From an optimization exercise on the open Yosys and OpenROAD flow, aimed at small area, a short achievable clock period and few clock cycles per item; shortcuts taken in it are not production practice.
At most, simulation tests tie the RTL to the original design; equivalence was not proved.

willow:
==> flow/design.v (excerpt) <==
module pt100_temp (
    input  wire        clk,
    input  wire        rst,
    input  wire        in_valid,
    output wire        in_ready,
    input  wire [11:0] yk,
    output wire        out_valid,
    output wire [27:0] temp,
    output wire [27:0] temp_filt,
    output wire        alarm
    );
localparam [26:0] C1 = 27'd40662109;     
localparam [26:0] HT = 27'd2457600;
localparam S_IDLE = 2'd0, S_D2 = 2'd1, S_D3 = 2'd2;
reg        rst_r;     
reg [1:0]  state;
reg [3:0]  fpc;       
reg        frun;
reg [11:0] ybuf;      
reg        yv;
reg [27:0] P;         
reg [26:0] D;         
reg [27:0] Q;         
reg [5:0]  cnt;       
reg        dsign;     
reg        rdy;       
assign in_ready = rdy;
wire accept = in_valid & rdy;
reg  [15:0] KM;       
integer j;
always @* begin
    for (j = 0; j < 16; j = j + 1)
        KM[j] = (cnt >= 6'd16 - j);
end
wire [26:0] de1 = {D[26:15], D[14:0] & KM[15:1]};
wire [26:0] de2 = {D[26:15], D[14:0] & KM[14:0]};
reg nb1, nb2;
always @* begin
    nb1 = 1'b0; nb2 = 1'b0;
    if (state == S_D2) begin
        case (cnt)
        6'd31, 6'd33: nb1 = 1'b1;
        default: nb1 = 1'b0;
        endcase
        nb2 = (cnt == 6'd35);            
  ...
export LEC_CHECK = 0
export ABC_AREA = 1
export CAP_MARGIN = 60
export CORE_MARGIN = 2
export CORE_UTILIZATION = 60
export PLACE_DENSITY = 0.75
export SLEW_MARGIN = 60
create_clock -name core_clock -period 24.0 [get_ports {clk}]
standard.sh (not shown) runs the stock make flow with config.mk's settings and CLKGATE_MAP_FILE= SYNTH_SCRIPT=/design/flow/synth_recipe.tcl, a recipe that flattens the netlist after the stock synthesis.
==> flow/flow/run.sh <==
#!/bin/bash
# The standard layout (standard.sh), with the input and output port
# buffers made of sky130_fd_sc_hd__buf_2 instead of the default cell, and
# timing repair asked to leave 17.8 ns of setup slack (a 6.2 ns target) on
# the design's own 24 ns clock and constraints.
set -euo pipefail
export BUFFER_PORTS_ARGS="-buffer_cell sky130_fd_sc_hd__buf_2"
export SETUP_SLACK_MARGIN=17.8
bash standard.sh > standard_flow.log 2>&1
#### Input delta (raven over willow)
--- a/flow/design.v
+++ b/flow/design.v
@@ -413,24 +413,19 @@
 reg        frun;
 reg [11:0] ybuf;      
 reg        yv;
 reg [27:0] P;         
 reg [26:0] D;         
 reg [27:0] Q;         
 reg [5:0]  cnt;       
+reg [15:0] KM;        
 reg        dsign;     
 reg        rdy;       
 assign in_ready = rdy;
 wire accept = in_valid & rdy;
-reg  [15:0] KM;       
-integer j;
-always @* begin
-    for (j = 0; j < 16; j = j + 1)
-        KM[j] = (cnt >= 6'd16 - j);
-end
 wire [26:0] de1 = {D[26:15], D[14:0] & KM[15:1]};
 wire [26:0] de2 = {D[26:15], D[14:0] & KM[14:0]};
 reg nb1, nb2;
 always @* begin
     nb1 = 1'b0; nb2 = 1'b0;
     if (state == S_D2) begin
         case (cnt)
@@ -462,14 +457,15 @@
 wire        cB;
 pt_add30 u_sb (.a(bs), .b({bc[28:0], 1'b1}), .ci(1'b1), .s(sB), .co(cB));
 wire        q2  = q1 ? ~sB[29] : qa;
 wire [26:0] r2  = q1 ? (q2 ? sB[26:0] : {s1[25:0], nb1})
                      : (q2 ? sA[26:0] : X[26:0]);
 wire [27:0] pn  = {r2, nb2};
 wire        last = (cnt == 6'd1);
+wire [1:0]  km_in = {cnt >= 6'd17, cnt >= 6'd19};
 reg [5:0]  p0_2;
 reg [27:0] pi_2;
 always @* begin
     casez (V1[16:5])
     12'b1???????????: begin p0_2 = 6'd23; pi_2 = 28'd38528; end
     12'b01??????????: begin p0_2 = 6'd23; pi_2 = 28'd38528; end
     12'b001?????????: begin p0_2 = 6'd25; pi_2 = 28'd9632;  end
@@ -501,21 +497,23 @@
 end
 wire [26:0] gs;
 wire        gco;
 pt_add27 u_g (.a(ga), .b(gb), .ci(gci), .s(gs), .co(gco));
 wire        e_neg = ~gsf & ~gco;
 reg [5:0]  p0_3;
 reg [27:0] pi_3;
+reg [15:0] km_3;
 always @* begin
+    km_3 = 16'hffff;
     casez (G[26:10])
-    17'b1????????????????: begin p0_3 = 6'd11; pi_3 = 28'd105908800; end
-    17'b01???????????????: begin p0_3 = 6'd13; pi_3 = 28'd26477200; end
-    17'b001??????????????: begin p0_3 = 6'd13; pi_3 = 28'd26477200; end
-    17'b0001?????????????: begin p0_3 = 6'd15; pi_3 = 28'd6619300; end
-    17'b00001????????????: begin p0_3 = 6'd15; pi_3 = 28'd6619300; end
+    17'b1????????????????: begin p0_3 = 6'd11; pi_3 = 28'd105908800; km_3 = 16'hffe0; end
+    17'b01???????????????: begin p0_3 = 6'd13; pi_3 = 28'd26477200; km_3 = 16'hfff8; end
+    17'b001??????????????: begin p0_3 = 6'd13; pi_3 = 28'd26477200; km_3 = 16'hfff8; end
+    17'b0001?????????????: begin p0_3 = 6'd15; pi_3 = 28'd6619300; km_3 = 16'hfffe; end
+    17'b00001????????????: begin p0_3 = 6'd15; pi_3 = 28'd6619300; km_3 = 16'hfffe; end
     17'b000001???????????: begin p0_3 = 6'd17; pi_3 = 28'd1654825; end
     17'b0000001??????????: begin p0_3 = 6'd17; pi_3 = 28'd1654825; end
     17'b00000001?????????: begin p0_3 = 6'd19; pi_3 = 28'd413706; end
     17'b000000001????????: begin p0_3 = 6'd19; pi_3 = 28'd413706; end
     17'b0000000001???????: begin p0_3 = 6'd21; pi_3 = 28'd103426; end
     17'b00000000001??????: begin p0_3 = 6'd21; pi_3 = 28'd103426; end
     17'b000000000001?????: begin p0_3 = 6'd23; pi_3 = 28'd25856; end
@@ -589,14 +587,15 @@
 always @(posedge clk) begin
     P1 <= start1 ? {1'b0, y1, 14'd0} : {r0, 1'b0};
     c1 <= start1 ? 5'd16 : c1 - 5'd1;
     if (ust == U_RUN)
         V1 <= {V1[15:0], q0};
     P   <= start3 ? pi_3 : startm ? pi_2 : pn;
     cnt <= start3 ? p0_3 : startm ? p0_2 : cnt - 6'd2;
+    KM  <= start3 ? km_3 : startm ? 16'hffff : {KM[13:0], km_in};
     Q   <= (start3 | startm) ? 28'd0 : {Q[25:0], q1, q2};
     if (start3) begin
         D     <= G;
         dsign <= dsg;
     end else if (startm)
         D <= {10'd0, V1};
     if (d2end) begin
==> summary.txt <==
raven has completed all stages; timing, DRC and antenna checks passed. Shortest period the worst path allows (higher): willow. Capture point of the worst path = temp[2]: raven; capture point of the worst path = temp[0]: willow. Going from willow to raven, layout net count grew slightly. Between raven and willow, remaining max-slew budget at the tightest pin is higher for willow, raven comes in under that. Against willow, raven reports a worst setup timing slack at the placement stage that is lower. Delta (raven minus willow): cell count grew by 2.9%, average instance area after synthesis held steady, layout buffer count excluding clock buffers grew by about 2.2%, starting density of the core shrank by 0.27 points. When raven is set beside willow, its width of the die turns out to be about 0.9% larger. Between raven and willow, routed metal-1 wire length is lower for raven, willow comes in above that.
Testbench counts of raven, summed over its fixed seeds: cycles 18,901, samples 960.
No functional check of the RTL was part of willow.

static timing again, ports no longer ideal:
No port has a modelled driver above. Below, the same layouts with a new extraction and two added sets of constraints.
Step 1 (the two cells are an assumption about what drives the block):
set clk [get_ports {clk}]
set_driving_cell -lib_cell sky130_fd_sc_hd__clkbuf_16 $clk
set_driving_cell -lib_cell sky130_fd_sc_hd__buf_2 [delete_from_list [all_inputs] $clk]
Step 2 moves the port delays by t, midway between the first and last clock arrival at a register: inputs arrive t later, outputs are due t later. That takes back most of the time a late clock gives input paths.
Slacks: ideal ports / drivers / drivers and shift; pairs: ideal ports / drivers.
run	shift t [ns]	slack for setup (ns)	clock arrival spread, ns
willow	0.659	17.839 / 17.781 / 18.217	0.029 / 0.029
raven	0.661	17.846 / 17.787 / 18.134	0.033 / 0.032
After both steps setup and hold are still met in every run listed.
